What follows belongs to an exercise in optimizing a design on an open flow for small area and a short achievable clock period; a production flow would make more cautious choices.
Only simulation tests tie the RTL to the original design; equivalence was not proved.
Power figures rest on the tool's default switching activity, not on a simulated workload.

### flow/config.mk
export PLATFORM = sky130hd
export DESIGN_NAME = pipecpu
export DESIGN_NICKNAME = pipecpu
export VERILOG_FILES = /design/flow/design.v
export SDC_FILE = /design/flow/constraint.sdc
export NUM_CORES = 8
export LEC_CHECK = 0
export CAP_MARGIN = 20
export CORE_MARGIN = 2
export CORE_UTILIZATION = 50
export CTS_CLUSTER_DIAMETER = 85
export CTS_CLUSTER_SIZE = 25
export PLACE_DENSITY = 0.75
export SLEW_MARGIN = 20
export SYNTH_HIERARCHICAL = 1
### flow/constraint.sdc
create_clock -name core_clock -period 12.5 [get_ports {clk}]
set_input_delay 2.5000 -clock core_clock [delete_from_list [all_inputs] [get_ports {clk}]]
set_output_delay 2.5000 -clock core_clock [all_outputs]
set_load 0.01 [all_outputs]
### flow/design.v
module pipecpu(clk, rst, instr, readdata, PC, MemWrite, aluout, writedata);
   input         clk;
   input         rst;
   input  [31:0] instr;
   input  [31:0] readdata;
   output [31:0] PC;
   output        MemWrite;
   output [31:0] aluout;
   output [31:0] writedata;
   localparam OP_ADD = 0, OP_AND = 1, OP_OR = 2, OP_XOR = 3, OP_NOR = 4,
              OP_SLT = 5, OP_SLL = 6, OP_SRL = 7, OP_SRA = 8;
   reg  [31:0] dinst;
   reg         fea, feb;
   reg         fla, flb;
   reg         fxa, fxb;
   reg  [31:0] pcn, bpcr;        
   reg  [31:0] ea, eb, es;       
   reg         ecin;             
   reg  [4:0]  esa;              
   reg  [8:0]  eop;
   reg  [4:0]  ern;
   reg         ewreg, em2reg, ewmem;
   reg  [31:0] malu, mb;
   reg  [4:0]  mrn;
   reg         mwreg, mm2reg, mwmem;
   assign MemWrite = mwmem;
   assign aluout = malu;
   assign writedata = mb;
   wire [5:0] op = dinst[31:26];
   wire [5:0] func = dinst[5:0];
   wire [4:0] rs = dinst[25:21];
   wire [4:0] rt = dinst[20:16];
   wire [4:0] rd = dinst[15:11];
   wire r_type = ~|op;
   wire i_add  = r_type & (func == 6'b100000);
   wire i_sub  = r_type & (func == 6'b100010);
   wire i_and  = r_type & (func == 6'b100100);
   wire i_or   = r_type & (func == 6'b100101);
   wire i_xor  = r_type & (func == 6'b100110);
   wire i_nor  = r_type & (func == 6'b100111);
   wire i_slt  = r_type & (func == 6'b101010);
   wire i_sll  = r_type & (func == 6'b000000);
   wire i_srl  = r_type & (func == 6'b000010);
   wire i_sra  = r_type & (func == 6'b000011);
   wire i_sllv = r_type & (func == 6'b000100);
   wire i_srlv = r_type & (func == 6'b000110);
   wire i_jr   = r_type & (func == 6'b001000);
   wire i_addi = (op == 6'b001000);
   wire i_andi = (op == 6'b001100);
   wire i_ori  = (op == 6'b001101);
   wire i_xori = (op == 6'b001110);
   wire i_lui  = (op == 6'b001111);
   wire i_lw   = (op == 6'b100011);
   wire i_sw   = (op == 6'b101011);
   wire i_beq  = (op == 6'b000100);
   wire i_bne  = (op == 6'b000101);
   wire i_j    = (op == 6'b000010);
   wire i_jal  = (op == 6'b000011);
   wire i_rs = i_add | i_sub | i_and | i_or | i_xor | i_jr | i_addi | i_andi | i_ori | i_xori |
               i_lw | i_sw | i_beq | i_bne | i_nor | i_slt | i_sllv | i_srlv;
   wire i_rt = i_add | i_sub | i_and | i_or | i_xor | i_sll | i_sllv | i_srl | i_srlv | i_sra |
               i_sw | i_beq | i_bne | i_nor | i_slt;
   wire wreg = i_add | i_sub | i_and | i_or | i_xor | i_sll | i_sllv | i_srlv | i_nor | i_slt |
               i_srl | i_sra | i_addi | i_andi | i_ori | i_xori | i_lw | i_lui | i_jal;
   wire regrt  = i_addi | i_andi | i_ori | i_xori | i_lw | i_lui;
   wire shift  = i_sll | i_srl | i_sra;
   wire aluimm = i_addi | i_lw | i_sw | i_beq | i_bne | i_lui | i_ori | i_andi | i_xori;
   wire sext   = i_addi | i_lw | i_sw | i_beq | i_bne;
   wire [4:0] rn = i_jal ? 5'd31 : regrt ? rt : rd;
   wire dwreg = wreg & (rn != 5'd0);    
   wire stall = ewreg & em2reg & (i_rs & (ern == rs) | i_rt & (ern == rt));
   reg  [31:0] rf [1:31];
   reg  [31:1] rfv;
   wire [31:0] wdi = mm2reg ? readdata : malu;
   wire [31:1] wsel;
   genvar gi;
   generate
      for (gi = 1; gi < 32; gi = gi + 1) begin : g_rf
         assign wsel[gi] = mwreg & (mrn == gi);
         always @(posedge clk)
            if (wsel[gi]) rf[gi] <= wdi;
      end
   endgenerate
   always @(posedge clk or posedge rst) begin
      if (rst) rfv <= 31'd0;
      else rfv <= rfv | wsel;
   end
   wire [31*16-1:0] rfh [0:1];    
   generate
      for (gi = 1; gi < 32; gi = gi + 1) begin : g_rfq
         assign rfh[0][(gi-1)*16 +: 16] = rf[gi][15:0];
         assign rfh[1][(gi-1)*16 +: 16] = rf[gi][31:16];
      end
   endgenerate
   wire [31:0] qa, qb;
   wire [31:1] nsela, nselb;    
   generate
      for (gi = 0; gi < 2; gi = gi + 1) begin : g_rd
         rf_read rda (.clk(clk), .rst(rst), .nsel(nsela), .d(rfh[gi]), .q(qa[gi*16 +: 16]));
         rf_read rdb (.clk(clk), .rst(rst), .nsel(nselb), .d(rfh[gi]), .q(qb[gi*16 +: 16]));
      end
   endgenerate
   wire [31:0] ealu;
   wire [31:0] ao = ({32{fla}} & readdata) | ({32{fxa}} & malu) | qa;    
   wire [31:0] bo = ({32{flb}} & readdata) | ({32{fxb}} & malu) | qb;    
   wire [31:0] a = ({32{fea}} & ealu) | ao;
   wire [31:0] b = ({32{feb}} & ealu) | bo;
   wire [31:0] ninst = stall ? dinst : instr;
   wire [4:0]  nrs = ninst[25:21];
   wire [4:0]  nrt = ninst[20:16];
   wire [31:1] nvalid = rfv | wsel;
   wire efwd = ~stall & dwreg & ~i_lw;
   wire nfea = efwd & (rn == nrs);
   wire nfeb = efwd & (rn == nrt);
   wire nfma = ewreg & (ern == nrs) & ~nfea;
   wire nfmb = ewreg & (ern == nrt) & ~nfeb;
   generate
      for (gi = 1; gi < 32; gi = gi + 1) begin : g_sel
         assign nsela[gi] = (nrs == gi) & nvalid[gi] & ~nfea & ~nfma;
         assign nselb[gi] = (nrt == gi) & nvalid[gi] & ~nfeb & ~nfmb;
      end
   endgenerate
   always @(posedge clk or posedge rst) begin
      if (rst) begin
         fea <= 1'b0;
         feb <= 1'b0;
         fla <= 1'b0;
         flb <= 1'b0;
         fxa <= 1'b0;
         fxb <= 1'b0;
      end else begin
         fea <= nfea;
         feb <= nfeb;
         fla <= nfma & em2reg;
         flb <= nfmb & em2reg;
         fxa <= nfma & ~em2reg;
         fxb <= nfmb & ~em2reg;
      end
   end
   wire [31:0] ep = ea ^ eb;
   wire [31:0] eg = ea & eb;
   wire [31:0] sum;
   wire        slt;
   alu_add add (.a(ea), .b(eb), .cin(ecin), .sum(sum), .slt(slt));
   wire [31:0] ealu_ls;
   wire [31:0] ealu_lss = ealu_ls | {31'd0, eop[OP_SLT] & slt};
   wire ntaken;
   wire fe1 = fea ^ feb;
   br_eq beq_unit (.ao(ao), .bo(bo), .p(ep), .g(eg), .ecin(ecin), .els(ealu_lss),
                   .m_same(fea & feb), .m_n(~fea & ~feb), .m_add(fe1 & eop[OP_ADD]),
                   .m_ls(fe1 & ~eop[OP_ADD]),
                   .beq(i_beq & ~stall), .bne(i_bne & ~stall), .taken(ntaken));
   wire [31:0] imm = {{16{sext & dinst[15]}}, dinst[15:0]};
   wire [31:0] bpc = pcn + {{14{dinst[15]}}, dinst[15:0], 2'b00};
   wire [31:0] jpc = {pcn[31:28], dinst[25:0], 2'b00};
   wire [31:0] pci;       
   wire [31:0] pc4 = pci + 32'd4;
   wire [31:0] npc = stall ? pci : i_jr ? a : (i_j | i_jal) ? jpc : pc4;
   always @(posedge clk or posedge rst) begin
      if (rst) pcn <= 32'd0;
      else pcn <= npc;
   end
   generate
      for (gi = 0; gi < 8; gi = gi + 1) begin : g_pc
         pc_sel psel (.clk(clk), .rst(rst), .ntaken(ntaken), .bpc(bpcr[gi*4 +: 4]),
                      .pcn(pcn[gi*4 +: 4]), .pc(PC[gi*4 +: 4]));
      end
      for (gi = 0; gi < 2; gi = gi + 1) begin : g_pci
         pci_sel isel (.clk(clk), .rst(rst), .ntaken(ntaken), .bpc(bpcr[gi*16 +: 16]),
                       .pcn(pcn[gi*16 +: 16]), .pc(pci[gi*16 +: 16]));
      end
   endgenerate
   always @(posedge clk) bpcr <= bpc;
   always @(posedge clk or posedge rst) begin
      if (rst) dinst <= 32'd0;
      else if (!stall) dinst <= instr;
   end
   wire dsub = i_sub | i_beq | i_bne | i_slt;
   wire [8:0] dop;
   assign dop[OP_ADD] = i_add | i_addi | i_lw | i_sw | i_jal | i_sub | i_beq | i_bne;
   assign dop[OP_AND] = i_and | i_andi;
   assign dop[OP_OR]  = ~(dop[OP_ADD] | i_and | i_andi | i_xor | i_xori | i_nor | i_slt |
                          i_sll | i_sllv | i_srl | i_srlv | i_sra);
   assign dop[OP_XOR] = i_xor | i_xori;
   assign dop[OP_NOR] = i_nor;
   assign dop[OP_SLT] = i_slt;
   assign dop[OP_SLL] = i_sll | i_sllv;
   assign dop[OP_SRL] = i_srl | i_srlv;
   assign dop[OP_SRA] = i_sra;
   wire [31:0] da = i_jal ? pcn : i_lui ? 32'd0 :
                    shift ? {a[31:5], dinst[10:6]} : a;
   wire [31:0] db0 = i_jal ? 32'd4 : i_lui ? {dinst[15:0], 16'd0} :
                     aluimm ? imm : (dop[OP_OR] & ~i_or) ? 32'd0 : b;
   wire [31:0] db = dsub ? ~db0 : db0;
   always @(posedge clk) begin
      ea <= da;
      eb <= db;
      es <= b;
      ecin <= dsub;
      esa <= (i_sll ? ~dinst[10:6] : 5'd0) | ((i_srl | i_sra) ? dinst[10:6] : 5'd0) |
             (i_sllv ? ~a[4:0] : 5'd0) | (i_srlv ? a[4:0] : 5'd0);
      ern <= rn;
   end
   always @(posedge clk or posedge rst) begin
      if (rst) begin
         eop <= 9'd0;
         ewreg <= 1'b0;
         em2reg <= 1'b0;
         ewmem <= 1'b0;
      end else begin
         eop <= dop;
         ewreg <= dwreg & ~stall;
         em2reg <= i_lw;
         ewmem <= i_sw & ~stall;
      end
   end
   alu_ls ls (.p(ep), .g(eg), .s(es), .sa(esa), .op(eop[8:1]), .y(ealu_ls));
   assign ealu = ({32{eop[OP_ADD]}} & sum) | ealu_lss;
   always @(posedge clk or posedge rst) begin
      if (rst) begin
         malu <= 32'd0;
         mwreg <= 1'b0;
         mm2reg <= 1'b0;
         mwmem <= 1'b0;
      end else begin
         malu <= ealu;
         mwreg <= ewreg;
         mm2reg <= em2reg;
         mwmem <= ewmem;
      end
   end
   always @(posedge clk) begin
      mb <= es;
      mrn <= ern;
   end
endmodule
module rf_read(clk, rst, nsel, d, q);
   input              clk, rst;
   input  [31:1]      nsel;
   input  [31*16-1:0] d;
   output reg [15:0]  q;
   reg [31:1] sel;
   always @(posedge clk or posedge rst) begin
      if (rst) sel <= 31'd0;
      else sel <= nsel;
   end
   integer k;
   always @(*) begin
      q = 16'd0;
      for (k = 1; k < 32; k = k + 1)
         q = q | (d[(k-1)*16 +: 16] & {16{sel[k]}});
   end
endmodule
module alu_add(a, b, cin, sum, slt);
   input  [31:0] a, b;
   input         cin;
   output [31:0] sum;
   output        slt;
   wire [32:0] sum1 = {a, 1'b1} + {b, cin};
   assign sum = sum1[32:1];
   assign slt = (a[31] ^ ~b[31]) ? a[31] : sum[31];
endmodule
module alu_ls(p, g, s, sa, op, y);
   input  [31:0] p, g, s;       
   input  [4:0]  sa;
   input  [7:0]  op;
   output [31:0] y;
   wire left = op[5];
   wire [31:0] r0 = left  ? {s[0],     s[31:1]}  : s;
   wire [31:0] r1 = sa[0] ? {r0[0],    r0[31:1]} : r0;
   wire [31:0] r2 = sa[1] ? {r1[1:0],  r1[31:2]} : r1;
   wire [31:0] r3 = sa[2] ? {r2[3:0],  r2[31:4]} : r2;
   wire [31:0] r4 = sa[3] ? {r3[7:0],  r3[31:8]} : r3;
   wire [31:0] r5 = sa[4] ? {r4[15:0], r4[31:16]} : r4;
   wire [31:0] t;
   genvar i;
   generate
      for (i = 0; i < 32; i = i + 1) begin : g_t
         if (i == 0) assign t[i] = 1'b0;
         else assign t[i] = (sa >= 32 - i);
      end
   endgenerate
   wire fill = op[7] & s[31];
   wire [31:0] m = left ? ~{1'b1, t[31:1]} : t;
   wire [31:0] sh = (r5 & ~m) | ({32{fill}} & m);
   assign y = ({32{op[0]}} & g) |
              ({32{op[1]}} & (p | g)) |
              ({32{op[2]}} & p) |
              ({32{op[3]}} & ~(p | g)) |
              ({32{op[5] | op[6] | op[7]}} & sh);
endmodule
module br_eq(ao, bo, p, g, ecin, els, m_same, m_n, m_add, m_ls, beq, bne, taken);
   input  [31:0] ao, bo, p, g, els;
   input         ecin, m_same, m_n, m_add, m_ls, beq, bne;
   output        taken;
   wire [31:0] x = ao | bo;
   wire [31:0] c0 = {g[30:0] | p[30:0], ecin};
   wire [31:0] c1 = {g[30:0], ecin};
   wire [31:0] xm1 = {x[30:0], 1'b0};
   wire [31:0] cin_i;
   genvar i;
   generate
      for (i = 0; i < 32; i = i + 1) begin : g_c
         assign cin_i[i] = xm1[i] ? c1[i] : c0[i];
      end
   endgenerate
   wire eq_add = &(~(x ^ p ^ cin_i));
   wire eq_ls = &(~(els ^ x));
   wire eq_n = &(~(ao ^ bo));
   wire eq = m_same | (m_n & eq_n) | (m_add & eq_add) | (m_ls & eq_ls);
   assign taken = beq & eq | bne & ~eq;
endmodule
module pc_sel(clk, rst, ntaken, bpc, pcn, pc);
   input        clk, rst, ntaken;
   input  [3:0] bpc, pcn;
   output [3:0] pc;
   reg taken;
   always @(posedge clk or posedge rst) begin
      if (rst) taken <= 1'b0;
      else taken <= ntaken;
   end
   assign pc = taken ? bpc : pcn;
endmodule
module pci_sel(clk, rst, ntaken, bpc, pcn, pc);
   input         clk, rst, ntaken;
   input  [15:0] bpc, pcn;
   output [15:0] pc;
   reg taken;
   always @(posedge clk or posedge rst) begin
      if (rst) taken <= 1'b0;
      else taken <= ntaken;
   end
   assign pc = taken ? bpc : pcn;
endmodule
### flow/flow/run.sh
#!/bin/bash
# The standard layout, with:
# - synthesis: the standard flow's own synthesis script, with a delay-driven ABC script
#   (strash; dch; map -D; buffer; upsize; dnsize) for the final technology
#   mapping in place of ORFS's abc_speed.script; registers are untouched;
# - timing repair aiming well below the clock period (the SDC is unchanged);
# - plain buffers on the ports;
# - without the slow two-stage OR / AND cells (the platform's don't-use cells
#   stay don't-use).
set -euo pipefail
W=$(pwd)
cat > "$W/synth_abc.tcl" <<EOT
proc abc {args} {
   set rest {}
   set skip 0
   foreach a \$args {
      if {\$skip} { set skip 0; continue }
      if {\$a eq "-script"} { set skip 1; continue }
      lappend rest \$a
   }
   yosys abc -script "+strash;dch;map,-D,1100;buffer;upsize,-D,1100;dnsize,-D,1100" {*}\$rest
}
source $W/synth_recipe.tcl
EOT
DONT_USE="sky130_fd_sc_hd__probe_p_8 sky130_fd_sc_hd__probec_p_8 sky130_fd_sc_hd__lpflow_bleeder_1 sky130_fd_sc_hd__lpflow_clkbufkapwr_1 sky130_fd_sc_hd__lpflow_clkbufkapwr_16 sky130_fd_sc_hd__lpflow_clkbufkapwr_2 sky130_fd_sc_hd__lpflow_clkbufkapwr_4 sky130_fd_sc_hd__lpflow_clkbufkapwr_8 sky130_fd_sc_hd__lpflow_clkinvkapwr_1 sky130_fd_sc_hd__lpflow_clkinvkapwr_16 sky130_fd_sc_hd__lpflow_clkinvkapwr_2 sky130_fd_sc_hd__lpflow_clkinvkapwr_4 sky130_fd_sc_hd__lpflow_clkinvkapwr_8 sky130_fd_sc_hd__lpflow_decapkapwr_12 sky130_fd_sc_hd__lpflow_decapkapwr_3 sky130_fd_sc_hd__lpflow_decapkapwr_4 sky130_fd_sc_hd__lpflow_decapkapwr_6 sky130_fd_sc_hd__lpflow_decapkapwr_8 sky130_fd_sc_hd__lpflow_inputiso0n_1 sky130_fd_sc_hd__lpflow_inputiso0p_1 sky130_fd_sc_hd__lpflow_inputiso1n_1 sky130_fd_sc_hd__lpflow_inputiso1p_1 sky130_fd_sc_hd__lpflow_inputisolatch_1 sky130_fd_sc_hd__lpflow_isobufsrc_1 sky130_fd_sc_hd__lpflow_isobufsrc_16 sky130_fd_sc_hd__lpflow_isobufsrc_2 sky130_fd_sc_hd__lpflow_isobufsrc_4 sky130_fd_sc_hd__lpflow_isobufsrc_8 sky130_fd_sc_hd__lpflow_isobufsrckapwr_16 sky130_fd_sc_hd__lpflow_lsbuf_lh_hl_isowell_tap_1 sky130_fd_sc_hd__lpflow_lsbuf_lh_hl_isowell_tap_2 sky130_fd_sc_hd__lpflow_lsbuf_lh_hl_isowell_tap_4 sky130_fd_sc_hd__lpflow_lsbuf_lh_isowell_4 sky130_fd_sc_hd__lpflow_lsbuf_lh_isowell_tap_1 sky130_fd_sc_hd__lpflow_lsbuf_lh_isowell_tap_2 sky130_fd_sc_hd__lpflow_lsbuf_lh_isowell_tap_4 sky130_fd_sc_hd__a2111o_1 sky130_fd_sc_hd__a2111o_2 sky130_fd_sc_hd__a2111o_4 sky130_fd_sc_hd__and4_1 sky130_fd_sc_hd__and4_2 sky130_fd_sc_hd__and4_4 sky130_fd_sc_hd__and4b_1 sky130_fd_sc_hd__and4b_2 sky130_fd_sc_hd__and4b_4 sky130_fd_sc_hd__and4bb_1 sky130_fd_sc_hd__and4bb_2 sky130_fd_sc_hd__and4bb_4 sky130_fd_sc_hd__o2111a_1 sky130_fd_sc_hd__o2111a_2 sky130_fd_sc_hd__o2111a_4 sky130_fd_sc_hd__or3_1 sky130_fd_sc_hd__or3_2 sky130_fd_sc_hd__or3_4 sky130_fd_sc_hd__or3b_1 sky130_fd_sc_hd__or3b_2 sky130_fd_sc_hd__or3b_4 sky130_fd_sc_hd__or4_1 sky130_fd_sc_hd__or4_2 sky130_fd_sc_hd__or4_4 sky130_fd_sc_hd__or4b_1 sky130_fd_sc_hd__or4b_2 sky130_fd_sc_hd__or4b_4 sky130_fd_sc_hd__or4bb_1 sky130_fd_sc_hd__or4bb_2 sky130_fd_sc_hd__or4bb_4 "
bash standard.sh "SYNTH_SCRIPT=$W/synth_abc.tcl" SETUP_SLACK_MARGIN=8.5 "BUFFER_PORTS_ARGS=-buffer_cell sky130_fd_sc_hd__buf_4" "DONT_USE_CELLS=$DONT_USE" finish > standard_flow.log 2>&1
### flow/standard.sh
#!/bin/bash
# synth_recipe.tcl (not shown) runs the flow's synth.tcl, then flattens the netlist and writes it again
# the make line also repeats each setting of config.mk as NAME=value (left out here)
make -C /OpenROAD-flow-scripts/flow DESIGN_CONFIG=/design/flow/config.mk WORK_HOME=/design/flow/orfs CLKGATE_MAP_FILE= SYNTH_SCRIPT=/design/flow/synth_recipe.tcl "${@:-finish}"
==> notes.md, run 1 <==
* YS warnings at 12
* Clock Root Buffer: clkbuf_16
* Number of CTS-inserted buffers at between 70 and 80
* Crit-path slowest cell: dfrtp_2
* Average wire per cell in the routed design at 33.6 um
* Area of the mapped netlist at between 60000 and 70000 um^2
* Post-route DRC at 0
* GRT Residual Overflow at 0
* Die outline area at 143000 um^2
* H-tree level count at 3
* Nature of the critical path startpoint: register
* Layout-stage area growth over the synthesis result at 11.3%
* Core box area at 139000 um^2
* Required time reported for the critical path endpoint at 10.00 ns
* Max_slew headroom at between 10% and 20%
* Flop and latch count out of synthesis at ~1500
* Number of vias per cell after detailed routing at 7.12
* Setup CP Type: reg2out
* Ordered list of cells on the worst path: mux2_4, buf_6
* Post-synth EDFFs at 992
* Clock buffer depth at 3
* Setup repair after global routing missed its margin: true
* MaxCap Viol Count at 0
* Pre-CTS worst setup slack at slightly above 7 ns
* Post-route setup slack at 8.28 ns
* Area of all placed cells without fillers at approximately 78000 um^2
* Part of the Yosys area used for sequential elements at 57.7%
* Achievable clock frequency at 0.237 GHz
* Cell area reported after detailed placement at 73300 um^2
* Vias in the first global route at 55803
* Setup_tns at 0 ns
* CP max FO at 4
* CTS tree: yes
* NumNets Final at 6594
* Placed cell count at 8137
* Ports at 163
* Wire length of the first global-routing pass at 393000 um
* Sum of internal, switching and leakage power at 11.4 mW
* CTS Sinks at about 1500
* Post-CTS clock slew at the launch and capture registers of the worst setup and hold paths at 0.10 ns
* Pleak at just under 30 nW
* Period Utilization, post-route at 33.8%
* Total power per unit cell area at 146 nW/um^2
* Iteration-0 DRC Markers at ~11000
* Fin. Hold Viols at 0
* Detailed-placement wirelength estimate at 193000 um
* Horiz. Die Dim at 378 um
* Critical path capture point type: primary output
* Number of nets still failing antenna checks after routing at 0
* Share of layout cells above drive strength 1 at 13.9%
* Synth Flop Type: edfxtp_1
* CP arrival at around 1.7 ns
* Port Buf Inserts at around 160
* Aggregate global-route resource usage at 38.1%
* Maximum vdd drop at 0.000127 V
* Final count of negative-setup-slack endpoints at 0
* Largest net degree at the start of global routing at 72
* Post-synthesis average cell area at 11.1 um^2
* Fin crit period at approximately 4.2 ns
* # rows at 137
* Clock Skew at 0.0554 ns
* Slew at the pin with the worst max-slew slack at 1.22 ns
* Fraction of synthesis flops using an asynchronous set or reset pin at 19.4%
* Outcome: complete, no violations
* Floorplan die height at 378 um
* Hold Path Class: reg2reg
* Routed Wire Length at 280000 um
* Critical Path Max Stage Delay at between 0.5 and 0.6 ns
* Post-Syn Instances at ~6300
* Initial DRT Pass Iterations at 22
* Non-filler cells in the finished layout at around 8400
* Vias after detailed routing at 59486
* Number of distinct library cells after synthesis at about 90
* Final estimated routing congestion in global placement at 1.05
* Number of antenna violations at the first check in global routing at 9
* Clock latency on the worst-skew pair at about 0.77 ns
* Initial Util at roughly half
* Pins Over Slew Limit at 0
* Synthesized Nets at 6503
## metal layers
| layer | wire, um | GRT usage (%) | up-vias |
|---|---|---|---|
| met5 | 64 | 0.240 | - |
| met3 | 40000 | 12.6 | 1035 |
| met2 | 123000 | 58.0 | 5008 |
| met1 | 97100 | 47.5 | 28832 |
| li1 | - | - | 24605 |
| met4 | 20200 | 22.3 | 6 |
## flip-flops by register name, summed over array words and instances (netlist names), 5 cells and up
register,cells
bpcr,32
dinst,32
ea,32
eb,32
eop,9
ern,5
es,32
esa,5
g_pc.psel.taken,8
g_rd.rda.sel,62
g_rd.rdb.sel,62
malu,32
mb,32
mrn,5
pcn,32
rf,992
rfv,31
## final cells by class
class	instances	area, um^2
Sequential cell	1450	40500
Inverter	343	1320
Multi-Input combinational cell	4211	28500
Fill cell	11595	61300
Clock buffer	119	2140
Clock inverter	26	404
Timing Repair Buffer	314	2610
Antenna cell	12	30.0
Tap cell	1876	2350
## cells by family after synthesis
group                      count (synthesis)  synth area share, %
adders and majority gates                130                 2.36
AOI/OAI and AO/OA                       2000                 20.8
buffers and inverters                    650                 3.69
muxes                                    101                 1.62
xor gates and xnor gates                 137                 1.71
and+or+nand+nor                         1839                 12.1
DFF                                     1450                 57.7
## Yosys cell counts, drive strengths merged (79+ instances only)
| cell | number | area share [%] |
|---|---|---|
| a22oi | 749 | 8.0 |
| mux2 | 96 | 1.5 |
| nor4 | 81 | 0.78 |
| inv | 339 | 1.8 |
| dfrtp | 282 | 10 |
| dfxtp | 176 | 5.0 |
| o211ai | 79 | 0.88 |
| ha | 127 | 2.3 |
| nand3 | 345 | 2.5 |
| nand2 | 734 | 4.0 |
| xor2 | 96 | 1.2 |
| clkbuf | 238 | 1.3 |
| o21ai | 303 | 2.2 |
| a21oi | 230 | 1.7 |
| a22o | 128 | 1.6 |
| edfxtp | 992 | 43 |
| nand4 | 206 | 1.9 |
| a221oi | 152 | 1.9 |
| nor2 | 377 | 2.0 |
## path summary, 6_finish.rpt
check | startpoint | end | slack [ns] | depth (start not counted)
setup / recovery | g_pc[0].psel.taken$_DFF_PP0_ | PC[1] | 8.28 | 2
hold / removal | ewmem$_DFF_PP0_ | mwmem$_DFF_PP0_ | 0.37 | 0
setup reg to reg | g_rd[1].rdb.sel[27]$_DFF_PP0_ | g_pc[7].psel.taken$_DFF_PP0_ | 8.37 | 15
hold reg to reg | ewmem$_DFF_PP0_ | mwmem$_DFF_PP0_ | 0.37 | 0
max in group asynchronous | rst | mm2reg$_DFF_PP0_ | 9.17 | 4
min in group asynchronous | rst | g_pc[1].psel.taken$_DFF_PP0_ | 1.71 | 2
## what timing repair did
action | CTS | global route
cloned | 4 | 1
hold buffers | 0 | 0
setup endpoints to repair | 264 | 215
pin swaps | 67 | 34
buffers inserted | 28 | 23
hold endpoints to repair | 0 | 0
resized for setup | 269 | 147
## cell usage in the layout (no fill, tap or decap), types with 128 or more instances in the layout
| master | count |
|---|---|
| nand4_1 | 197 |
| a221oi_1 | 146 |
| a22oi_1 | 748 |
| buf_4 | 263 |
| dfrtp_1 | 211 |
| nand3_1 | 335 |
| nand2_1 | 712 |
| a21oi_1 | 207 |
| dfxtp_1 | 158 |
| o21ai_0 | 230 |
| edfxtp_1 | 992 |
| a22o_1 | 128 |
| inv_1 | 305 |
| nor2_1 | 329 |
## power by group
group          internal, mW  switching, mW
combinational         0.921           1.65
sequential             5.53          0.289
clock                  1.28           1.71
## Yosys stat by module, one instance, submodules excluded
module	area (um^2)	cells	flip-flops and latches
pc_sel	73.8	6	1
alu_ls	4190	835	0
alu_add	1760	280	0
pci_sel	218	20	1
rf_read	3380	431	31
br_eq	1980	296	0
pipecpu	47500	3084	1316
## critical path, delay by kind of cell (launching register included)
| kind | cells | cell delay [ns] |
|---|---|---|
| buf+inv | 1 | 0.12 |
| flops | 1 | 0.52 |
| mux | 1 | 0.33 |
## stage by stage
step / hold WS [ns] / util [%]
after floorplan: 0.331 / -
after global placement: 0.332 / 52.7
after detailed placement: 0.363 / 52.7
after CTS: 0.376 / 55.4
after global routing: 0.372 / 55.9
final: 0.370 / 56.0
==> run 2, diff against run 1 <==
--- a/flow/config.mk
+++ b/flow/config.mk
@@ -13,3 +13,2 @@
 export PLACE_DENSITY = 0.75
 export SLEW_MARGIN = 20
-export SYNTH_HIERARCHICAL = 1
==> notes.md, run 2 <==
* Number of nets still failing antenna checks after routing at 0
* GRT Residual Overflow at 0
* Setup CP Type: in2reg
* Placed cell count at 9051
* Cell type with the largest total area after synthesis: edfxtp_1
* Post-route DRC at 0
* Non-filler cells in the finished layout at 9518
* Clock buffer depth at 3
* Number of distinct library cells after synthesis at 80
* NumNets Final at 7771
* Cell types with the largest area share after synthesis: edfxtp_1 42%, dfrtp_1 7.5%, nand2_1 5.6%
* Final count of negative-setup-slack endpoints at 0
* Period Utilization, post-route at 40.3%
* Flip-flop count of the largest register, all copies and words added at 992
* CTS tree: yes
* Slew at the pin with the worst max-slew slack at 1.40 ns
* Iteration-0 DRC Markers at 13474
* Critical Path Max Stage Delay at 0.37 ns
* Largest net degree at the start of global routing at 73
* Top cell by count, worst path: nand4_1
* Setup_tns at 0 ns
* Fin crit period at 5.04 ns
* Required time reported for the critical path endpoint at ~13 ns
* Average wire per cell in the routed design at 39.0 um
* Share of layout cells above drive strength 1 at 18.1%
* Critical path capture point type: register
* Part of the Yosys area used for sequential elements at 54.8%
* H-tree level count at 3
* Routed Wire Length at between 300000 and 400000 um
* Port Buf Inserts at around 160
* Top-area cell type share of the netlist area at 42.3%
* Adder-cell share of the synthesized area at around 2.4%
* Clock latency on the worst-skew pair at 0.77 ns
* Outcome: complete, no violations
* Net switching power of the design at 4.08 mW
* Vias after detailed routing at 68848
* Fraction of synthesis flops using an asynchronous set or reset pin at around 15%
* Hold Path Class: reg2reg
* Setup repair after global routing missed its margin: true
* Total power per unit cell area at 142 nW/um^2
* Synthesized Nets at 7396
* Commonest non-fill, non-tap cell in the layout: nand2_1
* Pins Over Slew Limit at 0
* Vias in the first global route at 62128
* Initial Util at 50.4%
* CP max FO at 4
* Core box area at 140000 um^2
* Reg2Reg Launch Point: g_rd[1].rdb.sel[21]$_DFF_PP0_
* Number of vias per cell after detailed routing at between 7 and 8
* Aggregate global-route resource usage at 49.4%
* Area of the mapped netlist at 70400 um^2
* Post-synth EDFFs at 992
* Horiz. Die Dim at 379 um
* Layout-stage area growth over the synthesis result at 18.2%
* # rows at 137
* Synthesized-area fraction occupied by xor and xnor cells at 1.47%
* Post-route setup slack at 7.46 ns
* Die outline area at roughly 140000 um^2
* Final estimated routing congestion in global placement at 1.15
* Synth Flop Type: edfxtp_1
* Most frequent cells in the layout: 1011 x nand2_1, 992 x edfxtp_1, 785 x inv_1
* Simple-Gate Fraction of Synth Area at 14.5%
* Internal Pwr Total at between 7 and 8 mW
* Ports at ~160
* Max_slew headroom at roughly 5.8%
* Fin. Hold Viols at 0
* Clock Skew at 0.0657 ns
* Post-CTS clock slew at the launch and capture registers of the worst setup and hold paths at between 0.1 and 0.15 ns
* Post-Syn Instances at 7199
* CP arrival at 5.69 ns
* Number of antenna violations at the first check in global routing at 25
* Achievable clock frequency at ~0.2 GHz
* Ordered list of cells on the worst path: buf_4, a22o_1, a211oi_1, nand4_1, nor4_2, buf_4, ha_2, nor2_1, a21oi_1, o22ai_1, nor4_4, nand4_1, nand2_2, inv_1, nand4_1, o21ai_1
* Post-synthesis average cell area at 9.77 um^2
* YS warnings at 6
* Count of hold-fix buffers inserted at cts at 0
* Switching power share of the total at roughly 35%
* Maximum vdd drop at 0.000169 V
* Most frequent cell after synthesis: nand2_1
* Sum of internal, switching and leakage power at roughly 12 mW
* Sequential share of power at 47.0%
* Number of CTS-inserted buffers at 73
* Initial DRT Pass Iterations at 15
* Area of the multi-input gates at around 30000 um^2
* Compound-gate portion of the synthesized area at ~20%
* Dominant combinational cell family by area after synthesis: compound AO/OA/AOI/OAI gates
* Detailed-placement wirelength estimate at 243000 um
* Fill count at 11392
* Clock power frac at 24.0%
* Crit-path slowest cell: nor4_4
* Nature of the critical path startpoint: input pin
* Clock Root Buffer: clkbuf_16
* Top cells by count, synth: 1054 x nand2_1, 992 x edfxtp_1, 819 x inv_1
* Sequential Area at 38700 um^2
* Pre-CTS worst setup slack at between 5 and 6 ns
* Floorplan die height at 379 um
* Wire length of the first global-routing pass at 488000 um
* Flop and latch count out of synthesis at 1379
* CTS Sinks at about 1400
* MaxCap Viol Count at 0
* Start point of the critical path: readdata[20]
* Combinational share of power at about 29%
* Multiplexer fraction of the synthesized cell area at 0.160%
* Largest register by flop count: rf
* Pleak at around 33 nW
* Startpoint of the lowest-slack hold path: ewmem$_DFF_PP0_
## run 2: layout make-up
cell class,instances,share of cell area (%)
inverter,845,3.87
multi-input combinational,4579,36.2
timing repair buffer,696,7.77
tap,1876,2.82
clock buffer,82,2.27
clock inverter,27,0.502
sequential,1379,46.5
antenna,34,0.102
## run 2: through the flow
stage                     area [um^2]  hold slack, ns  util, %
after global placement          74300           0.357     53.3
after floorplan                 70400           0.331        -
final                           83200           0.400     59.6
after global routing            83100           0.395     59.6
after CTS                       80500           0.377     57.7
after detailed placement        74400           0.354     53.3
## run 2: layer usage
layer,share of wire (%),up-vias,wire length (um),track usage [%]
li1,-,27145,-,-
met1,32,32658,119000,58.1
met2,40,7008,150000,69.9
met3,16,2019,60700,20.5
met4,11,18,41200,41.5
met5,0.11,-,411,0.0343
## run 2: path summary, 6_finish.rpt
check	depth (start not counted)	slack (ns)	endpoint
max in group asynchronous	3	8.95	eop[6]$_DFF_PP0_
max	16	7.46	g_pci[1].isel.taken$_DFF_PP0_
min in group asynchronous	2	1.89	pcn[31]$_DFFE_PP0P_
max reg2reg	19	7.50	g_pci[1].isel.taken$_DFF_PP0_
min reg2reg	0	0.40	mwmem$_DFF_PP0_
min	0	0.40	mwmem$_DFF_PP0_
## run 2: what timing repair did
action                                  in CTS  in global routing
endpoints found under the setup margin     280                191
gates cloned                                 7                  3
buffers inserted                           196                112
pin swaps                                   89                131
gates resized for setup                    539                364
## run 2: worst max-delay path, delay by kind of cell
kind / cells / cell delay (ns)
AND/OR/NAND/NOR: 7 / 1.40
buffers and inverters: 3 / 0.43
adder cells (fa/ha/maj): 1 / 0.29
AO/OA/AOI/OAI: 5 / 1.07
## run 2: cell families (layout without fill, tap and decap cells)
family,count (synthesis),after routing
AO/OA/AOI/OAI,2009,2010
XOR/XNOR,118,118
adder cells (fa/ha/maj),131,131
buffers and inverters,1243,1650
flip-flops,1379,1379
multiplexers,10,10
other,0,34
AND/OR/NAND/NOR,2309,2310
## run 2: power by group through the flow
stage          Sequential [mW]  Clock [mW]  Combinational, mW
3_5_place_dp              5.57           0               2.26
3_3_place_gp              5.57           0               2.26
5_1_grt                   5.53        2.94               3.48
2_1_floorplan             5.46           0               1.24
6_report                  5.53        2.83               3.41
4_1_cts                   5.48        2.79               2.78
==> run 3, diff against run 2 <==
--- a/flow/flow/run.sh
+++ b/flow/flow/run.sh
@@ -24,3 +24,3 @@
 EOT
 DONT_USE="sky130_fd_sc_hd__probe_p_8 sky130_fd_sc_hd__probec_p_8 sky130_fd_sc_hd__lpflow_bleeder_1 sky130_fd_sc_hd__lpflow_clkbufkapwr_1 sky130_fd_sc_hd__lpflow_clkbufkapwr_16 sky130_fd_sc_hd__lpflow_clkbufkapwr_2 sky130_fd_sc_hd__lpflow_clkbufkapwr_4 sky130_fd_sc_hd__lpflow_clkbufkapwr_8 sky130_fd_sc_hd__lpflow_clkinvkapwr_1 sky130_fd_sc_hd__lpflow_clkinvkapwr_16 sky130_fd_sc_hd__lpflow_clkinvkapwr_2 sky130_fd_sc_hd__lpflow_clkinvkapwr_4 sky130_fd_sc_hd__lpflow_clkinvkapwr_8 sky130_fd_sc_hd__lpflow_decapkapwr_12 sky130_fd_sc_hd__lpflow_decapkapwr_3 sky130_fd_sc_hd__lpflow_decapkapwr_4 sky130_fd_sc_hd__lpflow_decapkapwr_6 sky130_fd_sc_hd__lpflow_decapkapwr_8 sky130_fd_sc_hd__lpflow_inputiso0n_1 sky130_fd_sc_hd__lpflow_inputiso0p_1 sky130_fd_sc_hd__lpflow_inputiso1n_1 sky130_fd_sc_hd__lpflow_inputiso1p_1 sky130_fd_sc_hd__lpflow_inputisolatch_1 sky130_fd_sc_hd__lpflow_isobufsrc_1 sky130_fd_sc_hd__lpflow_isobufsrc_16 sky130_fd_sc_hd__lpflow_isobufsrc_2 sky130_fd_sc_hd__lpflow_isobufsrc_4 sky130_fd_sc_hd__lpflow_isobufsrc_8 sky130_fd_sc_hd__lpflow_isobufsrckapwr_16 sky130_fd_sc_hd__lpflow_lsbuf_lh_hl_isowell_tap_1 sky130_fd_sc_hd__lpflow_lsbuf_lh_hl_isowell_tap_2 sky130_fd_sc_hd__lpflow_lsbuf_lh_hl_isowell_tap_4 sky130_fd_sc_hd__lpflow_lsbuf_lh_isowell_4 sky130_fd_sc_hd__lpflow_lsbuf_lh_isowell_tap_1 sky130_fd_sc_hd__lpflow_lsbuf_lh_isowell_tap_2 sky130_fd_sc_hd__lpflow_lsbuf_lh_isowell_tap_4 sky130_fd_sc_hd__a2111o_1 sky130_fd_sc_hd__a2111o_2 sky130_fd_sc_hd__a2111o_4 sky130_fd_sc_hd__and4_1 sky130_fd_sc_hd__and4_2 sky130_fd_sc_hd__and4_4 sky130_fd_sc_hd__and4b_1 sky130_fd_sc_hd__and4b_2 sky130_fd_sc_hd__and4b_4 sky130_fd_sc_hd__and4bb_1 sky130_fd_sc_hd__and4bb_2 sky130_fd_sc_hd__and4bb_4 sky130_fd_sc_hd__o2111a_1 sky130_fd_sc_hd__o2111a_2 sky130_fd_sc_hd__o2111a_4 sky130_fd_sc_hd__or3_1 sky130_fd_sc_hd__or3_2 sky130_fd_sc_hd__or3_4 sky130_fd_sc_hd__or3b_1 sky130_fd_sc_hd__or3b_2 sky130_fd_sc_hd__or3b_4 sky130_fd_sc_hd__or4_1 sky130_fd_sc_hd__or4_2 sky130_fd_sc_hd__or4_4 sky130_fd_sc_hd__or4b_1 sky130_fd_sc_hd__or4b_2 sky130_fd_sc_hd__or4b_4 sky130_fd_sc_hd__or4bb_1 sky130_fd_sc_hd__or4bb_2 sky130_fd_sc_hd__or4bb_4 "
-bash standard.sh "SYNTH_SCRIPT=$W/synth_abc.tcl" SETUP_SLACK_MARGIN=8.5 "BUFFER_PORTS_ARGS=-buffer_cell sky130_fd_sc_hd__buf_4" "DONT_USE_CELLS=$DONT_USE" finish > standard_flow.log 2>&1
+bash standard.sh "SYNTH_SCRIPT=$W/synth_abc.tcl" SETUP_SLACK_MARGIN=8.3 "BUFFER_PORTS_ARGS=-buffer_cell sky130_fd_sc_hd__buf_4" "DONT_USE_CELLS=$DONT_USE" finish > standard_flow.log 2>&1
--- a/flow/config.mk
+++ b/flow/config.mk
@@ -13,2 +13,3 @@
 export PLACE_DENSITY = 0.75
 export SLEW_MARGIN = 20
+export SYNTH_HIERARCHICAL = 1
==> notes.md, run 3 <==
* Outcome: complete, no violations
* Clock latency on the worst-skew pair at 0.76 ns
* Initial Util at 50.3%
* Top-area cell type share of the netlist area at 42.6%
* Top Registers: rf x992, g_rd.rda.sel x62, g_rd.rdb.sel x62
* CP max FO at 4
* Part of the Yosys area used for sequential elements at 57.7%
* Max_slew headroom at 16.5%
* Top cells by count, synth: 992 x edfxtp_1, 748 x a22oi_1, 723 x nand2_1
* Number of stages on the worst setup path at 2
* Nature of the critical path startpoint: register
* Maximum vdd drop at 0.000126 V
* Depth of the worst hold-timing path at 0
* Flop and latch count out of synthesis at 1450
* Number of distinct library cells after synthesis at 89
* Most frequent cell after synthesis: edfxtp_1
* Post-route setup slack at 8.25 ns
* Cell area reported after detailed placement at 73300 um^2
* Crit-path slowest cell: dfrtp_2
* Vias in the first global route at 55369
* Largest net degree at the start of global routing at 74
* Largest register by flop count: rf
* Most frequent cells in the layout: 992 x edfxtp_1, 748 x a22oi_1, 719 x nand2_1
* Average wire per cell in the routed design at 33.6 um
* Sequential Area at 40500 um^2
* Cell type with the largest total area after synthesis: edfxtp_1
* Cell types with the largest area share after synthesis: edfxtp_1 43%, dfrtp_1 10%, a22oi_1 8.0%
* CTS tree: yes
* Floorplan die height at between 300 and 400 um
* Period Utilization, post-route at between 30% and 40%
* Core box area at approximately 140000 um^2
* Post-CTS clock slew at the launch and capture registers of the worst setup and hold paths at around 0.11 ns
* Port Buf Inserts at 162
* Clock Skew at 0.0625 ns
* Post-synthesis average cell area at 11.1 um^2
* Vias after detailed routing at roughly 60000
* Iteration-0 DRC Markers at around 10000
* Slew at the pin with the worst max-slew slack at approximately 1.3 ns
* Clock buffer depth at 3
* Critical path capture point type: primary output
* CTS Sinks at ~1500
* Hold Path Class: reg2reg
* Number of cells traversed by the worst register-to-register path at 16
* Ordered list of cells on the worst path: mux2_4, buf_6
* Number of CTS-inserted buffers at 78
* Synthesized Nets at approximately 6500
* Initial DRT Pass Iterations at 10
* YS warnings at 12
* Achievable clock frequency at approximately 0.24 GHz
* Die outline area at 143000 um^2
* Fin crit period at between 4 and 5 ns
* MaxCap Viol Count at 0
* Share of layout cells above drive strength 1 at 12.1%
* Ports at 163
* Wire length of the first global-routing pass at 389000 um
* Fraction of synthesis flops using an asynchronous set or reset pin at 19.4%
* Critical Path Max Stage Delay at 0.54 ns
* Commonest non-fill, non-tap cell in the layout: edfxtp_1
* Total power per unit cell area at 146 nW/um^2
* Largest delay share family, worst path: flip-flops
* Final design utilization at 55.4%
* Post-route DRC at 0
* Area of all placed cells without fillers at 77200 um^2
* Post-Syn Instances at 6307
* NumNets Final at approximately 6600
* Setup CP Type: reg2out
* H-tree level count at 3
* Fill count at 11657
* Routed Wire Length at between 200000 and 300000 um
* Area of the mapped netlist at between 60000 and 70000 um^2
* Final estimated routing congestion in global placement at 1.05
* Required time reported for the critical path endpoint at approximately 10 ns
* Detailed-placement wirelength estimate at 193000 um
* Pre-CTS worst setup slack at 7.24 ns
* Flip-flop count of the largest register, all copies and words added at 992
* # rows at 137
* Number of nets still failing antenna checks after routing at 0
* Pleak at ~29 nW
* Final count of negative-setup-slack endpoints at 0
* Critical path buffer and inverter count at 1
* Post-synth EDFFs at 992
* Synth Flop Type: edfxtp_1
* Pins Over Slew Limit at 0
* Aggregate global-route resource usage at 37.8%
* Area of the multi-input gates at approximately 28000 um^2
* Number of antenna violations at the first check in global routing at 9
* Setup repair after global routing missed its margin: true
* Number of vias per cell after detailed routing at 7.13
* Layout-stage area growth over the synthesis result at 10.2%
* GRT Residual Overflow at 0
* Clock Root Buffer: clkbuf_16
* Fin. Hold Viols at 0
* CP arrival at 1.75 ns
* Setup_tns at 0 ns
* Horiz. Die Dim at 378 um
* Count of hold-fix buffers inserted at cts at 0
## run 3: cell types whose count changed in the layout (fill, tap and decap cells not counted), moves of 60 or more
cell / change
a211oi_1: -64
a221o_1: +60
a221oi_1: -93
a22o_1: +91
a22oi_1: +458
buf_4: -230
buf_6: -128
inv_1: -463
nand2_1: -292
nand3_1: -113
o211ai_1: -116
o22ai_1: -177
## run 3: per-layer routing
metal / global-route usage, % / part of all wire (%) / up-vias
met2: 57.3 / 43 / 4978
met5: 0.274 / 0.037 / -
met3: 12.7 / 14 / 1041
met4: 21.9 / 7.4 / 8
met1: 47.3 / 35 / 28805
li1: - / - / 24559
## run 3: worst paths after layout
check	start	to	slack, ns
max in group asynchronous	rst	mm2reg$_DFF_PP0_	9.17
setup reg to reg	g_rd[0].rda.sel[30]$_DFF_PP0_	g_pc[7].psel.taken$_DFF_PP0_	8.29
hold / removal	ewmem$_DFF_PP0_	mwmem$_DFF_PP0_	0.37
min in group asynchronous	rst	g_pc[0].psel.taken$_DFF_PP0_	1.71
hold reg to reg	ewmem$_DFF_PP0_	mwmem$_DFF_PP0_	0.37
setup / recovery	g_pc[0].psel.taken$_DFF_PP0_	PC[1]	8.25
## run 3: cells by family after synthesis
logic type / after synthesis / synth area share (%)
AOI/OAI and AO/OA: 2000 / 20.8
xor gates and xnor gates: 137 / 1.71
adders and majority gates: 130 / 2.36
buffers and inverters: 650 / 3.69
DFF: 1450 / 57.7
muxes: 101 / 1.62
and+or+nand+nor: 1839 / 12.1
## run 3: cell type report
class,count,share of cell area [%]
tap,1876,3.04
sequential,1450,52.5
timing repair buffer,296,3.20
clock inverter,26,0.524
multi-input combinational,4211,36.3
antenna,9,0.0292
clock buffer,119,2.77
inverter,343,1.70
## run 3: per-module statistics from Yosys, one instance, submodules excluded
module | cells | times used | flip-flops and latches | cell area [um^2]
rf_read | 431 | 4 | 31 | 3380
pci_sel | 20 | 2 | 1 | 218
pc_sel | 6 | 8 | 1 | 73.8
pipecpu | 3084 | 1 | 1316 | 47500
alu_add | 280 | 1 | 0 | 1760
br_eq | 296 | 1 | 0 | 1980
alu_ls | 835 | 1 | 0 | 4190
## run 3: repair_timing
action                     4_1_cts  5_1_grt
cloned                           1        5
buffers inserted                11       21
setup endpoints to repair      218      203
gates resized for setup        120      155
pin swaps                        7       17
## run 3: through the flow
stage	instances	power (mW)	hold WS (ns)
2_1_floorplan	6307	7.18	0.331
3_3_place_gp	8137	8.12	0.332
3_5_place_dp	8137	8.15	0.363
4_1_cts	8294	11.1	0.376
5_1_grt	8322	11.6	0.372
6_report	8330	11.3	0.373
## run 3: power by group
group	internal, mW	switching [mW]
Clock	1.28	1.71
Combinational	0.862	1.62
Sequential	5.53	0.288
==> run 4, diff against run 3 <==
--- a/flow/flow/run.sh
+++ b/flow/flow/run.sh
@@ -24,3 +24,3 @@
 EOT
 DONT_USE="sky130_fd_sc_hd__probe_p_8 sky130_fd_sc_hd__probec_p_8 sky130_fd_sc_hd__lpflow_bleeder_1 sky130_fd_sc_hd__lpflow_clkbufkapwr_1 sky130_fd_sc_hd__lpflow_clkbufkapwr_16 sky130_fd_sc_hd__lpflow_clkbufkapwr_2 sky130_fd_sc_hd__lpflow_clkbufkapwr_4 sky130_fd_sc_hd__lpflow_clkbufkapwr_8 sky130_fd_sc_hd__lpflow_clkinvkapwr_1 sky130_fd_sc_hd__lpflow_clkinvkapwr_16 sky130_fd_sc_hd__lpflow_clkinvkapwr_2 sky130_fd_sc_hd__lpflow_clkinvkapwr_4 sky130_fd_sc_hd__lpflow_clkinvkapwr_8 sky130_fd_sc_hd__lpflow_decapkapwr_12 sky130_fd_sc_hd__lpflow_decapkapwr_3 sky130_fd_sc_hd__lpflow_decapkapwr_4 sky130_fd_sc_hd__lpflow_decapkapwr_6 sky130_fd_sc_hd__lpflow_decapkapwr_8 sky130_fd_sc_hd__lpflow_inputiso0n_1 sky130_fd_sc_hd__lpflow_inputiso0p_1 sky130_fd_sc_hd__lpflow_inputiso1n_1 sky130_fd_sc_hd__lpflow_inputiso1p_1 sky130_fd_sc_hd__lpflow_inputisolatch_1 sky130_fd_sc_hd__lpflow_isobufsrc_1 sky130_fd_sc_hd__lpflow_isobufsrc_16 sky130_fd_sc_hd__lpflow_isobufsrc_2 sky130_fd_sc_hd__lpflow_isobufsrc_4 sky130_fd_sc_hd__lpflow_isobufsrc_8 sky130_fd_sc_hd__lpflow_isobufsrckapwr_16 sky130_fd_sc_hd__lpflow_lsbuf_lh_hl_isowell_tap_1 sky130_fd_sc_hd__lpflow_lsbuf_lh_hl_isowell_tap_2 sky130_fd_sc_hd__lpflow_lsbuf_lh_hl_isowell_tap_4 sky130_fd_sc_hd__lpflow_lsbuf_lh_isowell_4 sky130_fd_sc_hd__lpflow_lsbuf_lh_isowell_tap_1 sky130_fd_sc_hd__lpflow_lsbuf_lh_isowell_tap_2 sky130_fd_sc_hd__lpflow_lsbuf_lh_isowell_tap_4 sky130_fd_sc_hd__a2111o_1 sky130_fd_sc_hd__a2111o_2 sky130_fd_sc_hd__a2111o_4 sky130_fd_sc_hd__and4_1 sky130_fd_sc_hd__and4_2 sky130_fd_sc_hd__and4_4 sky130_fd_sc_hd__and4b_1 sky130_fd_sc_hd__and4b_2 sky130_fd_sc_hd__and4b_4 sky130_fd_sc_hd__and4bb_1 sky130_fd_sc_hd__and4bb_2 sky130_fd_sc_hd__and4bb_4 sky130_fd_sc_hd__o2111a_1 sky130_fd_sc_hd__o2111a_2 sky130_fd_sc_hd__o2111a_4 sky130_fd_sc_hd__or3_1 sky130_fd_sc_hd__or3_2 sky130_fd_sc_hd__or3_4 sky130_fd_sc_hd__or3b_1 sky130_fd_sc_hd__or3b_2 sky130_fd_sc_hd__or3b_4 sky130_fd_sc_hd__or4_1 sky130_fd_sc_hd__or4_2 sky130_fd_sc_hd__or4_4 sky130_fd_sc_hd__or4b_1 sky130_fd_sc_hd__or4b_2 sky130_fd_sc_hd__or4b_4 sky130_fd_sc_hd__or4bb_1 sky130_fd_sc_hd__or4bb_2 sky130_fd_sc_hd__or4bb_4 "
-bash standard.sh "SYNTH_SCRIPT=$W/synth_abc.tcl" SETUP_SLACK_MARGIN=8.3 "BUFFER_PORTS_ARGS=-buffer_cell sky130_fd_sc_hd__buf_4" "DONT_USE_CELLS=$DONT_USE" finish > standard_flow.log 2>&1
+bash standard.sh "SYNTH_SCRIPT=$W/synth_abc.tcl" SETUP_SLACK_MARGIN=8.5 "BUFFER_PORTS_ARGS=-buffer_cell sky130_fd_sc_hd__buf_4" "DONT_USE_CELLS=$DONT_USE" MATCH_CELL_FOOTPRINT=0 finish > standard_flow.log 2>&1
==> notes.md, run 4 <==
* Non-filler cells in the finished layout at ~8300
* Nature of the critical path startpoint: register
* Largest register by flop count: rf
* Crit-path slowest cell: dfrtp_2
* Aggregate global-route resource usage at a little under two fifths
* Top Registers: rf x992, g_rd.rda.sel x62, g_rd.rdb.sel x62
* Fraction of synthesis flops using an asynchronous set or reset pin at 19.4%
* Cell type with the largest total area after synthesis: edfxtp_1
* Horiz. Die Dim at 378 um
* Hold Path Class: reg2reg
* Average wire per cell in the routed design at ~34 um
* GRT Residual Overflow at 0
* Post-route setup slack at roughly 8.3 ns
* Final count of negative-setup-slack endpoints at 0
* Top-area cell type share of the netlist area at 42.6%
* Number of antenna violations at the first check in global routing at 9
* Layout-stage area growth over the synthesis result at 11.3%
* Post-Syn Instances at about 6300
* Critical Path Max Stage Delay at 0.52 ns
* Synth Flop Type: edfxtp_1
* Core box area at 139000 um^2
* Clock latency on the worst-skew pair at 0.76 ns
* Clock buffer depth at 3
* Flip-flop count of the largest register, all copies and words added at 992
* Final estimated routing congestion in global placement at between 1 and 1.5
* Switching power share of the total at between 30% and 40%
* Area of the mapped netlist at 70000 um^2
* Clock power frac at between 20% and 30%
* CTS tree: yes
* NumNets Final at between 6000 and 7000
* Max_slew headroom at 18.1%
* Vias after detailed routing at between 50000 and 60000
* Net switching power of the design at about 3.6 mW
* Fill count at around 12000
* Maximum vdd drop at 0.000127 V
* Port Buf Inserts at about 160
* Part of the Yosys area used for sequential elements at 57.7%
* Reg-to-reg setup timing slack at between 8 and 9 ns
* Setup CP Type: reg2out
* Most frequent cell after synthesis: edfxtp_1
* Initial DRT Pass Iterations at 12
* Commonest non-fill, non-tap cell in the layout: edfxtp_1
* Internal Pwr Total at 7.73 mW
* Pre-CTS worst setup slack at between 7 and 8 ns
* Ports at 163
* Post-route DRC at 0
* Cell area reported after detailed placement at 73300 um^2
* Flop and latch count out of synthesis at approximately 1500
* Setup repair after global routing missed its margin: true
* Fin crit period at 4.22 ns
* Pleak at roughly 29 nW
* Clock Skew at 0.0577 ns
* Iteration-0 DRC Markers at 10411
* Outcome: complete, no violations
* Ordered list of cells on the worst path: mux2_4, buf_6
* Critical path capture point type: primary output
* Sequential share of power at 51.2%
* Most frequent cells in the layout: 992 x edfxtp_1, 748 x a22oi_1, 712 x nand2_1
* Post-synth EDFFs at 992
* Fin. Hold Viols at 0
* Post-synthesis average cell area at 11.1 um^2
* Cell types with the largest area share after synthesis: edfxtp_1 43%, dfrtp_1 10%, a22oi_1 8.0%
* Post-CTS clock slew at the launch and capture registers of the worst setup and hold paths at about 0.1 ns
* H-tree level count at 3
* Top cells by count, synth: 992 x edfxtp_1, 748 x a22oi_1, 723 x nand2_1
* Pins Over Slew Limit at 0
* Number of CTS-inserted buffers at a little under 80
* Slew at the pin with the worst max-slew slack at 1.23 ns
* Largest net degree at the start of global routing at 72
* CTS Sinks at about 1500
* Detailed-placement wirelength estimate at between 150000 and 200000 um
* Floorplan die height at 378 um
* Die outline area at 143000 um^2
* # rows at 137
* Clock Root Buffer: clkbuf_16
* MaxCap Viol Count at 0
* Required time reported for the critical path endpoint at 10.00 ns
* Placed cell count at 8137
* Period Utilization, post-route at 33.8%
* Combinational share of power at 22.6%
* Final design utilization at 55.9%
* Critical path buffer and inverter count at 1
* Routed Wire Length at 281000 um
* Number of distinct library cells after synthesis at 89
* Largest delay share family, worst path: flip-flops
* Share of layout cells above drive strength 1 at between 10% and 20%
* Setup_tns at 0 ns
* CP arrival at 1.72 ns
* Total power per unit cell area at 146 nW/um^2
* Synthesized Nets at 6503
* Number of nets still failing antenna checks after routing at 0
* Wire length of the first global-routing pass at 393000 um
* CP max FO at 4
* Achievable clock frequency at between 0.2 and 0.25 GHz
* Vias in the first global route at 55803
* YS warnings at 12
* Area of all placed cells without fillers at around 80000 um^2
* Initial Util at 50.3%
* Number of vias per cell after detailed routing at 7.13
## run 4: cell families after synthesis
group                    count (synthesis)  share of synthesized area (%)
multiplexers                           101                           1.62
flip-flops                            1450                           57.7
AO/OA/AOI/OAI                         2000                           20.8
AND/OR/NAND/NOR                       1839                           12.1
adder cells (fa/ha/maj)                130                           2.36
buffers and inverters                  650                           3.69
XOR/XNOR                               137                           1.71
## run 4: worst paths after layout
check	end	from	cells past startpoint
worst max register to register	g_pc[7].psel.taken$_DFF_PP0_	g_rd[0].rda.sel[27]$_DFF_PP0_	14
worst min-delay path	mwmem$_DFF_PP0_	ewmem$_DFF_PP0_	0
worst max-delay path	PC[1]	g_pc[0].psel.taken$_DFF_PP0_	2
worst min register to register	mwmem$_DFF_PP0_	ewmem$_DFF_PP0_	0
min in group asynchronous	g_pc[0].psel.taken$_DFF_PP0_	rst	2
max in group asynchronous	mm2reg$_DFF_PP0_	rst	4
## run 4: power groups by stage
| stage | Sequential [mW] | Clock [mW] | Combinational (mW) |
|---|---|---|---|
| after floorplan | 5.76 | 0 | 1.42 |
| after global placement | 5.90 | 0 | 2.22 |
| after detailed placement | 5.90 | 0 | 2.25 |
| after CTS | 5.80 | 2.98 | 2.43 |
| after global routing | 5.83 | 3.14 | 2.72 |
| final | 5.82 | 2.98 | 2.57 |
## run 4: modules after synthesis (local to each module, per instance)
| module | cells | copies in the design |
|---|---|---|
| pipecpu | 3084 | 1 |
| alu_ls | 835 | 1 |
| rf_read | 431 | 4 |
| br_eq | 296 | 1 |
| alu_add | 280 | 1 |
| pci_sel | 20 | 2 |
| pc_sel | 6 | 8 |
## run 4: cell type report
class | count | area [um^2] | area share [%]
clock buffer | 119 | 2140 | 2.74
inverter | 343 | 1320 | 1.70
clock inverter | 26 | 404 | 0.519
tap | 1876 | 2350 | 3.01
antenna | 6 | 15.0 | 0.0193
timing repair buffer | 314 | 2620 | 3.36
multi-input combinational | 4211 | 28500 | 36.6
sequential | 1450 | 40500 | 52.0
## run 4: through the flow
| stage | hold slack [ns] | total power [mW] |
|---|---|---|
| floorplan | 0.331 | 7.18 |
| global placement | 0.332 | 8.12 |
| detailed placement | 0.363 | 8.15 |
| CTS | 0.376 | 11.2 |
| global route | 0.372 | 11.7 |
| finish | 0.371 | 11.4 |
## run 4: worst reg2reg max path: cells and delay by family (launching register included)
family / cells / cell delay [ns]
buffers and inverters: 1 / 0.09
xor gates and xnor gates: 2 / 0.31
DFF: 1 / 0.73
AOI/OAI and AO/OA: 5 / 1.27
adders and majority gates: 1 / 0.17
and+or+nand+nor: 5 / 1.50
## run 4: repair_timing
item | in CTS | in global routing
resized for setup | 275 | 148
buffers inserted | 28 | 23
pin swaps | 67 | 33
cloned | 4 | 1
setup endpoints to repair | 264 | 216
hold buffers | 0 | 0
## run 4: layer usage
layer	GRT usage, %	vias up	routed length [um]
li1	-	24588	-
met1	47.5	28869	96900
met2	58.0	5065	123000
met3	12.6	1004	40800
met4	22.3	8	20200
met5	0.240	-	82
==> run 5, diff against run 4 <==
--- a/flow/flow/run.sh
+++ b/flow/flow/run.sh
@@ -24,3 +24,3 @@
 EOT
 DONT_USE="sky130_fd_sc_hd__probe_p_8 sky130_fd_sc_hd__probec_p_8 sky130_fd_sc_hd__lpflow_bleeder_1 sky130_fd_sc_hd__lpflow_clkbufkapwr_1 sky130_fd_sc_hd__lpflow_clkbufkapwr_16 sky130_fd_sc_hd__lpflow_clkbufkapwr_2 sky130_fd_sc_hd__lpflow_clkbufkapwr_4 sky130_fd_sc_hd__lpflow_clkbufkapwr_8 sky130_fd_sc_hd__lpflow_clkinvkapwr_1 sky130_fd_sc_hd__lpflow_clkinvkapwr_16 sky130_fd_sc_hd__lpflow_clkinvkapwr_2 sky130_fd_sc_hd__lpflow_clkinvkapwr_4 sky130_fd_sc_hd__lpflow_clkinvkapwr_8 sky130_fd_sc_hd__lpflow_decapkapwr_12 sky130_fd_sc_hd__lpflow_decapkapwr_3 sky130_fd_sc_hd__lpflow_decapkapwr_4 sky130_fd_sc_hd__lpflow_decapkapwr_6 sky130_fd_sc_hd__lpflow_decapkapwr_8 sky130_fd_sc_hd__lpflow_inputiso0n_1 sky130_fd_sc_hd__lpflow_inputiso0p_1 sky130_fd_sc_hd__lpflow_inputiso1n_1 sky130_fd_sc_hd__lpflow_inputiso1p_1 sky130_fd_sc_hd__lpflow_inputisolatch_1 sky130_fd_sc_hd__lpflow_isobufsrc_1 sky130_fd_sc_hd__lpflow_isobufsrc_16 sky130_fd_sc_hd__lpflow_isobufsrc_2 sky130_fd_sc_hd__lpflow_isobufsrc_4 sky130_fd_sc_hd__lpflow_isobufsrc_8 sky130_fd_sc_hd__lpflow_isobufsrckapwr_16 sky130_fd_sc_hd__lpflow_lsbuf_lh_hl_isowell_tap_1 sky130_fd_sc_hd__lpflow_lsbuf_lh_hl_isowell_tap_2 sky130_fd_sc_hd__lpflow_lsbuf_lh_hl_isowell_tap_4 sky130_fd_sc_hd__lpflow_lsbuf_lh_isowell_4 sky130_fd_sc_hd__lpflow_lsbuf_lh_isowell_tap_1 sky130_fd_sc_hd__lpflow_lsbuf_lh_isowell_tap_2 sky130_fd_sc_hd__lpflow_lsbuf_lh_isowell_tap_4 sky130_fd_sc_hd__a2111o_1 sky130_fd_sc_hd__a2111o_2 sky130_fd_sc_hd__a2111o_4 sky130_fd_sc_hd__and4_1 sky130_fd_sc_hd__and4_2 sky130_fd_sc_hd__and4_4 sky130_fd_sc_hd__and4b_1 sky130_fd_sc_hd__and4b_2 sky130_fd_sc_hd__and4b_4 sky130_fd_sc_hd__and4bb_1 sky130_fd_sc_hd__and4bb_2 sky130_fd_sc_hd__and4bb_4 sky130_fd_sc_hd__o2111a_1 sky130_fd_sc_hd__o2111a_2 sky130_fd_sc_hd__o2111a_4 sky130_fd_sc_hd__or3_1 sky130_fd_sc_hd__or3_2 sky130_fd_sc_hd__or3_4 sky130_fd_sc_hd__or3b_1 sky130_fd_sc_hd__or3b_2 sky130_fd_sc_hd__or3b_4 sky130_fd_sc_hd__or4_1 sky130_fd_sc_hd__or4_2 sky130_fd_sc_hd__or4_4 sky130_fd_sc_hd__or4b_1 sky130_fd_sc_hd__or4b_2 sky130_fd_sc_hd__or4b_4 sky130_fd_sc_hd__or4bb_1 sky130_fd_sc_hd__or4bb_2 sky130_fd_sc_hd__or4bb_4 "
-bash standard.sh "SYNTH_SCRIPT=$W/synth_abc.tcl" SETUP_SLACK_MARGIN=8.5 "BUFFER_PORTS_ARGS=-buffer_cell sky130_fd_sc_hd__buf_4" "DONT_USE_CELLS=$DONT_USE" MATCH_CELL_FOOTPRINT=0 finish > standard_flow.log 2>&1
+bash standard.sh "SYNTH_SCRIPT=$W/synth_abc.tcl" SETUP_SLACK_MARGIN=8.5 "BUFFER_PORTS_ARGS=-buffer_cell sky130_fd_sc_hd__buf_4" "DONT_USE_CELLS=$DONT_USE" SKIP_CTS_REPAIR_TIMING=1 finish > standard_flow.log 2>&1
==> notes.md, run 5 <==
* Horiz. Die Dim at 378 um
* Number of CTS-inserted buffers at slightly below 80
* Largest net degree at the start of global routing at 74
* Top-area cell type share of the netlist area at between 40 and 50%
* Die outline area at 143000 um^2
* Pleak at 28.8 nW
* Core box area at 139000 um^2
* Fill count at 11629
* Number of nets still failing antenna checks after routing at 0
* Maximum vdd drop at 0.000127 V
* Detailed-placement wirelength estimate at slightly below 200000 um
* CTS Sinks at ~1500
* Slew at the pin with the worst max-slew slack at 1.24 ns
* Number of antenna violations at the first check in global routing at 8
* Nature of the critical path startpoint: register
* Largest delay share family, worst path: flip-flops
* Top cells by count, synth: 992 x edfxtp_1, 748 x a22oi_1, 723 x nand2_1
* Area of all placed cells without fillers at 77800 um^2
* Initial DRT Pass Iterations at 9
* Part of the Yosys area used for sequential elements at 57.7%
* CP arrival at roughly 1.7 ns
* Vias after detailed routing at 59513
* Top Registers: rf x992, g_rd.rda.sel x62, g_rd.rdb.sel x62
* Fin. Hold Viols at 0
* Layout-stage area growth over the synthesis result at 11.2%
* Final count of negative-setup-slack endpoints at 0
* Total power per unit cell area at 146 nW/um^2
* Post-Syn Instances at 6307
* Clock Skew at 0.0640 ns
* YS warnings at 12
* Placed cell count at 8137
* Largest register by flop count: rf
* Setup CP Type: reg2out
* Routed Wire Length at 279000 um
* Cell types with the largest area share after synthesis: edfxtp_1 43%, dfrtp_1 10%, a22oi_1 8.0%
* Critical Path Max Stage Delay at 0.50 ns
* Outcome: complete, no violations
* Synth Flop Type: edfxtp_1
* Crit-path slowest cell: dfrtp_2
* Post-CTS clock slew at the launch and capture registers of the worst setup and hold paths at 0.11 ns
* Vias in the first global route at 55158
* Flop and latch count out of synthesis at approximately 1500
* Fraction of synthesis flops using an asynchronous set or reset pin at 19.4%
* Clock buffer depth at 3
* Final design utilization at a little under three fifths
* Cell type with the largest total area after synthesis: edfxtp_1
* Most frequent cells in the layout: 992 x edfxtp_1, 748 x a22oi_1, 713 x nand2_1
* Area of the mapped netlist at 70000 um^2
* # rows at 137
* Pins Over Slew Limit at 0
* Critical path buffer and inverter count at 1
* Achievable clock frequency at 0.238 GHz
* Final estimated routing congestion in global placement at 1.05
* Average wire per cell in the routed design at 33.5 um
* Floorplan die height at 378 um
* Final hold slack at 0.374 ns
* Critical path capture point type: primary output
* Pre-CTS worst setup slack at 7.24 ns
* Port Buf Inserts at 162
* Post-route setup slack at slightly above 8 ns
* Aggregate global-route resource usage at 37.7%
* Period Utilization, post-route at 33.7%
* GRT Residual Overflow at 0
* Commonest non-fill, non-tap cell in the layout: edfxtp_1
* NumNets Final at 6592
* MaxCap Viol Count at 0
* Max_slew headroom at 17.2%
* Most frequent cell after synthesis: edfxtp_1
* Required time reported for the critical path endpoint at 10.00 ns
* Cell area reported after detailed placement at 73300 um^2
* CTS tree: yes
run 5: changes by cell type in the layout (fill, tap and decap cells not counted), sizes merged:
cell    previous run  this run
buf              312       310
nand4            207       206
diode              6        10
clkbuf           121       122
run 5: metal layers:
metal	part of all wire, %	routed length, um	vias to the layer above	track usage (%)
met4	7.1	19900	8	21.9
met3	14	40400	1020	12.5
met5	0.029	80	-	0.274
li1	-	-	24588	-
met1	35	96600	28864	47.1
met2	44	122000	5033	57.1
run 5: final timing paths:
check,from,endpoint,slack [ns],cells past startpoint
setup reg to reg,esa[2]$_DFF_P_,g_pc[7].psel.taken$_DFF_PP0_,8.37,17
hold / removal,ewmem$_DFF_PP0_,mwmem$_DFF_PP0_,0.37,0
max in group asynchronous,rst,mm2reg$_DFF_PP0_,9.18,4
hold reg to reg,ewmem$_DFF_PP0_,mwmem$_DFF_PP0_,0.37,0
setup / recovery,g_pc[0].psel.taken$_DFF_PP0_,PC[1],8.29,2
min in group asynchronous,rst,g_pc[3].psel.taken$_DFF_PP0_,1.72,2
run 5: kinds of logic after synthesis:
logic type	count (synthesis)	synth area share [%]
compound gates	2000	20.8
xor+xnor	137	1.71
fa+ha+maj	130	2.36
buf+inv	650	3.69
flops	1450	57.7
mux	101	1.62
simple gates	1839	12.1
run 5: area by class of cell:
cell class,count,share of cell area (%)
well taps,1876,3.02
diodes,10,0.0322
clock inverters,26,0.519
flip-flops and latches,1450,52.0
repair buffers,313,3.35
inverters,343,1.70
multi-input cells,4210,36.6
clock buffers,119,2.75
run 5: modules after synthesis (local to each module, per instance):
| module | times used | cell area [um^2] |
|---|---|---|
| pipecpu | 1 | 47500 |
| alu_ls | 1 | 4190 |
| rf_read | 4 | 3380 |
| alu_add | 1 | 1760 |
| pci_sel | 2 | 218 |
| pc_sel | 8 | 73.8 |
| br_eq | 1 | 1980 |
run 5: where the power goes:
group	switching (mW)	total (mW)	internal [mW]
sequential	0.287	5.82	5.53
clock	1.71	2.98	1.28
combinational	1.64	2.56	0.918
total	3.64	11.4	7.73

Check on run 5: ideal ports give 8.291 ns setup slack; a clkbuf_16 on the clock port and buf_2 on the inputs give 8.212 ns; moving port delays by the midpoint clock arrival (0.821 ns) as well gives 7.546 ns.
